From an optimization exercise on the open Yosys and OpenROAD flow, aimed at small area and a short achievable clock period; shortcuts taken in it are not production practice.

## run B
==> flow/design.v <==
`timescale 1ns/1ps
 `timescale 1ns/1ps
module uart_core (
   uart_tx, uart_if, rx_rts, prdata,
   uart_rx, uart_cts, pwrite, pwdata, psel, prst_n, penable, pclk,
   paddr
   );
  output        uart_tx;
  output        uart_if;
  output        rx_rts;
  output [31:0] prdata;
  input         uart_rx;
  input         uart_cts;
  input         pwrite;
  input  [31:0] pwdata;
  input         psel;
  input         prst_n;
  input         penable;
  input         pclk;
  input  [31:0] paddr;
  wire setup = psel & ~penable;
  reg  con_we, se_we, br_we, dt_we, ie_we, rxff_rd;
  always @(posedge pclk or negedge prst_n)
    if (!prst_n) begin
      con_we  <= 1'b0;
      se_we   <= 1'b0;
      br_we   <= 1'b0;
      dt_we   <= 1'b0;
      ie_we   <= 1'b0;
      rxff_rd <= 1'b0;
    end else begin
      con_we  <= setup &  pwrite & (paddr[6:0] == 7'h00);
      se_we   <= setup &  pwrite & (paddr[6:0] == 7'h04);
      br_we   <= setup &  pwrite & (paddr[6:0] == 7'h08);
      dt_we   <= setup &  pwrite & (paddr[6:0] == 7'h0C);
      ie_we   <= setup &  pwrite & (paddr[6:0] == 7'h10);
      rxff_rd <= setup & ~pwrite & (paddr[4:0] == 5'h0C);
    end
  wire ctx = con_we & pwdata[5];
  wire crx = con_we & pwdata[6];
  reg [6:0] con;
  reg [2:0] se;
  reg [7:0] brg;
  reg [4:0] ie;
  wire en   = se[0];
  wire d9   = se[1];
  wire bsel = se[2];
  wire af   = con[0] & en;
  always @(posedge pclk or negedge prst_n)
    if (!prst_n) begin
      con <= 7'd0;
      se  <= 3'd0;
      brg <= 8'd0;
      ie  <= 5'd0;
    end else begin
      if (con_we)      con <= pwdata[6:0];
      if (se_we)       se  <= pwdata[2:0];
      if (br_we & ~en) brg <= pwdata[7:0];
      if (ie_we)       ie  <= pwdata[4:0];
    end
  reg [7:0] rxc, txc;
  wire rx_tick = (rxc == brg);
  wire tx_tick = (txc == (bsel ? 8'd7 : 8'd15)) & rx_tick;
  always @(posedge pclk or negedge prst_n)
    if (!prst_n) begin
      rxc <= 8'd0;
      txc <= 8'd0;
    end else begin
      if (~en | rx_tick) rxc <= 8'd0;
      else               rxc <= rxc + 8'd1;
      if (~en | tx_tick) txc <= 8'd0;
      else if (rx_tick)  txc <= txc + 8'd1;
    end
  reg [4:0] tw, tr;
  reg [7:0] tmem [0:15];
  reg [3:0] sbc;
  reg       txne, txnf;
  wire t_push = dt_we & txnf;
  wire tx_complete = (sbc == (d9 ? 4'd10 : 4'd9));
  wire t_pop  = txne & tx_complete;
  wire [4:0] tr_n = t_pop ? tr + 5'd1 : tr;
  wire [4:0] tw_u = t_push ? tw + 5'd1 : tw;
  wire [4:0] tw_n = ctx ? tr : tw_u;
  wire txne_u = ~((tw_u[4] == tr_n[4]) & (tw_u[3:0] == tr_n[3:0]));
  wire txnf_u = ~((tw_u[4] != tr_n[4]) & (tw_u[3:0] == tr_n[3:0]));
  wire txne_n = ctx ? t_pop : txne_u;
  wire txnf_n = ctx | txnf_u;
  always @(posedge pclk or negedge prst_n)
    if (!prst_n) begin
      tw   <= 5'd0;
      tr   <= 5'd0;
      txne <= 1'b0;
      txnf <= 1'b1;
    end else begin
      tw   <= tw_n;
      tr   <= tr_n;
      txne <= txne_n;
      txnf <= txnf_n;
    end
  always @(posedge pclk)
    if (t_push) tmem[tw[3:0]] <= pwdata[7:0];
  reg [9:0] tsr;
  reg       tst;
  reg       tpar;
  wire [7:0] tdata  = tmem[tr[3:0]];
  wire       tx_en  = en & txne;
  wire       fsm_en = ~(af & uart_cts) & tx_en & tx_tick;
  wire       tsh    = tx_tick & tst;
  wire       tst_n  = tst ? (tx_en & ~tx_complete) : fsm_en;
  wire       tload  = fsm_en & ~tsh;
  always @(posedge pclk or negedge prst_n)
    if (!prst_n) begin
      tsr  <= 10'h3ff;
      sbc  <= 4'd0;
      tst  <= 1'b0;
      tpar <= 1'b0;
    end else begin
      if (tsh)         tsr <= {1'b1, tsr[9:1]};
      else if (tload)  tsr <= {1'b1, tdata, 1'b0};
      else if (tpar)   tsr[9] <= ^tsr[8:1];
      tpar <= tload & d9;
      if (tx_complete) sbc <= 4'd0;
      else if (tsh)    sbc <= sbc + 4'd1;
      tst <= tst_n;
    end
  assign uart_tx = tsr[0];
  reg       rx1, rxs, rx2;
  reg [1:0] rst;
  reg [3:0] samp, bitc;
  reg [9:0] rsr;
  reg       we1, we2, we3;
  wire start_en    = ~rxs & rx2;
  wire rbusy       = rst[1] | rst[0];
  wire samp_pt     = ~bsel ? (samp == 4'd7) : (samp[2:0] == 3'd3);
  wire rsh         = samp_pt & rx_tick;
  wire rx_complete = (bitc == (d9 ? 4'd10 : 4'd9));
  reg [1:0] rst_nx;
  always @(*)
    case (rst)
      2'd0:    rst_nx = start_en ? 2'd1 : 2'd0;
      2'd1:    rst_nx = rxs ? 2'd0 : (rsh ? 2'd2 : 2'd1);
      2'd2:    rst_nx = rx_complete ? 2'd0 : 2'd2;
      default: rst_nx = 2'd3;
    endcase
  wire [1:0] rst_n = en ? rst_nx : 2'd0;
  always @(posedge pclk or negedge prst_n)
    if (!prst_n) begin
      rx1  <= 1'b0;
      rxs  <= 1'b0;
      rx2  <= 1'b0;
      rst  <= 2'd0;
      samp <= 4'd0;
      bitc <= 4'd0;
    end else begin
      rx1 <= uart_rx;
      rxs <= rx1;
      rx2 <= rxs;
      rst <= rst_n;
      if (~rbusy)       samp <= 4'd0;
      else if (rx_tick) samp <= samp + 4'd1;
      if (rx_complete)        bitc <= 4'd0;
      else if (rst[1] & rsh)  bitc <= bitc + 4'd1;
    end
  always @(posedge pclk)
    if (rsh) rsr <= {rxs, rsr[9:1]};
  reg [4:0] rw, rr;
  reg       rxne, rxf;
  reg [9:0] rq [0:15];
  wire dt_wr  = ~rxf & rx_complete;
  wire mem_wr = dt_wr | we1;
  wire pe     = ^rsr[8:0];
  wire fe     = ~rsr[9];
  wire [9:0] fifo_in = d9 ? {rsr[7:0], pe, fe} : {rsr[8:1], 1'b0, fe};
  wire r_pop  = rxne & rxff_rd;
  wire [4:0] rr_n = r_pop ? rr + 5'd1 : rr;
  wire [4:0] rw_u = we3 ? rw + 5'd1 : rw;
  wire [4:0] rw_n = crx ? rr : rw_u;
  wire rxne_u = ~((rw_u[4] == rr_n[4]) & (rw_u[3:0] == rr_n[3:0]));
  wire rxf_u  =  (rw_u[4] != rr_n[4]) & (rw_u[3:0] == rr_n[3:0]);
  wire rxne_n = crx ? r_pop : rxne_u;
  wire rxf_n  = ~crx & rxf_u;
  always @(posedge pclk or negedge prst_n)
    if (!prst_n) begin
      we1  <= 1'b0;
      we2  <= 1'b0;
      we3  <= 1'b0;
      rw   <= 5'd0;
      rr   <= 5'd0;
      rxne <= 1'b0;
      rxf  <= 1'b0;
    end else begin
      we1  <= dt_wr;
      we2  <= we1;
      we3  <= we2;
      rw   <= rw_n;
      rr   <= rr_n;
      rxne <= rxne_n;
      rxf  <= rxf_n;
    end
  wire [3:0] widx = rw[3:0] - rr_n[3:0];
  reg  [9:0] rq_n [0:15];
  integer k;
  always @(*)
    for (k = 0; k < 16; k = k + 1)
      rq_n[k] = (mem_wr & (widx == k)) ? fifo_in : (r_pop ? rq[(k + 1) % 16] : rq[k]);
  always @(posedge pclk)
    for (k = 0; k < 16; k = k + 1)
      rq[k] <= rq_n[k];
  wire [4:0] ie_n  = ie_we ? pwdata[4:0] : ie;
  wire [1:0] rxt_n = con_we ? pwdata[4:3] : con[4:3];
  wire       af_n  = con_we ? (pwdata[0] & se[0]) : (se_we ? (con[0] & pwdata[0]) : af);
  wire [9:0] hd_n  = rq_n[0];
  wire       if_n  = (ie_n[4] & rxne_n & hd_n[0]) | (ie_n[3] & rxne_n & hd_n[1]) |
                     (ie_n[1] & rxf_n) | (ie_n[0] & txne_n);
  wire [5:0] rdiff_u = {1'b0, rw_u} - {1'b0, rr_n};
  reg        rthr_u;
  always @(*)
    case (rxt_n)
      2'd0: rthr_u = rdiff_u[5] | (|rdiff_u[4:1]);
      2'd1: rthr_u = rdiff_u[5] | (|rdiff_u[4:2]);
      2'd2: rthr_u = rdiff_u[5] | (|rdiff_u[4:3]);
      2'd3: rthr_u = rdiff_u[5] | rdiff_u[4];
    endcase
  wire       rts_n = af_n & (crx ? r_pop : rthr_u);
  wire       busy_n = tst_n | rst_n[1] | rst_n[0];
  reg  [7:0] prd_nx;
  always @(*)
    case (paddr[7:0])
      8'h00:   prd_nx = {1'b0, con};
      8'h04:   prd_nx = {busy_n, rxne_n, txnf_n, 2'b0, se};
      8'h08:   prd_nx = brg;
      8'h0c:   prd_nx = hd_n[9:2];
      8'h10:   prd_nx = {3'b0, ie};
      8'h14:   prd_nx = {3'b0, rxne_n & hd_n[0], rxne_n & hd_n[1], 1'b0, rxf_n, txne_n};
      default: prd_nx = 8'd0;
    endcase
  reg [7:0] prd;
  reg       if_q, rts_q;
  always @(posedge pclk)
    prd <= prd_nx;
  always @(posedge pclk or negedge prst_n)
    if (!prst_n) begin
      if_q  <= 1'b0;
      rts_q <= 1'b0;
    end else begin
      if_q  <= if_n;
      rts_q <= rts_n;
    end
  assign prdata  = {24'd0, prd};
  assign uart_if = if_q;
  assign rx_rts  = rts_q;
endmodule
export LEC_CHECK = 0
export CAP_MARGIN = 20
export CORE_MARGIN = 2
export CORE_UTILIZATION = 60
export SETUP_SLACK_MARGIN = 2.8
export SLEW_MARGIN = 20
create_clock -name core_clock -period 5.0 [get_ports {pclk}]
run.sh (not shown) runs the stock make flow with config.mk's settings and CLKGATE_MAP_FILE= SYNTH_SCRIPT=/design/flow/synth_recipe.tcl, a recipe that flattens the netlist after the stock synthesis.
What run A does differently from run B at the input level:
--- a/flow/config.mk
+++ b/flow/config.mk
@@ -11 +11 @@
-export SETUP_SLACK_MARGIN = 2.8
+export SETUP_SLACK_MARGIN = 2.4
==> summary.txt <==
Run B reached the end of the flow, and the finished layout is clean on the timing, DRC and antenna checks. Run A went all the way through synthesis, placement and routing and the layout is clean on timing, DRC and antenna. Delta (run A minus run B): wire length of the first global-routing pass moved up; multi-input gate share of total cell area moved up; via count moved down; non-clock buffer count moved down. Run A — clock buffer count in the final layout 8 higher, run B as reference. Per the comparison of run A with run B, fmax rose by about 1.6%; number of global-route vias before repair rose by 48; die area stayed essentially flat.
No run of this note included a check of the RTL's function; only the layout flow was run.

-- what the ideal ports hide --
In the flow no input, the clock included, has a driving cell. The finished layouts below were timed again as built, in two steps.
Step 1 assumes that a clkbuf_16 drives the clock port and a buf_2 every other input.
Step 2 adds t to the input delays and takes it off the output delays; t is the mean of the earliest and latest rising clock arrival at the registers after step 1. Input paths then give back, and output paths get back, about the clock's delay inside the block.
Slacks: ideal / step 1 / step 2; pairs: ideal / step 1.
| run | t (ns) | slack for setup (ns) | worst setup path after step 2 | slew at the worst register clock pin (ns) | pins driven straight from the clock port |
|---|---|---|---|---|---|
| run B | 0.595 | 2.060 / 2.060 / 1.887 | input to register | 0.06 / 0.06 | 1 |
| run A | 0.589 | 2.106 / 2.106 / 1.806 | input to register | 0.06 / 0.06 | 1 |
After both steps every run listed still meets setup and hold. The setup slack of run A, which loses most, moves by 0.000 ns with the drivers and by -0.300 ns with both steps.
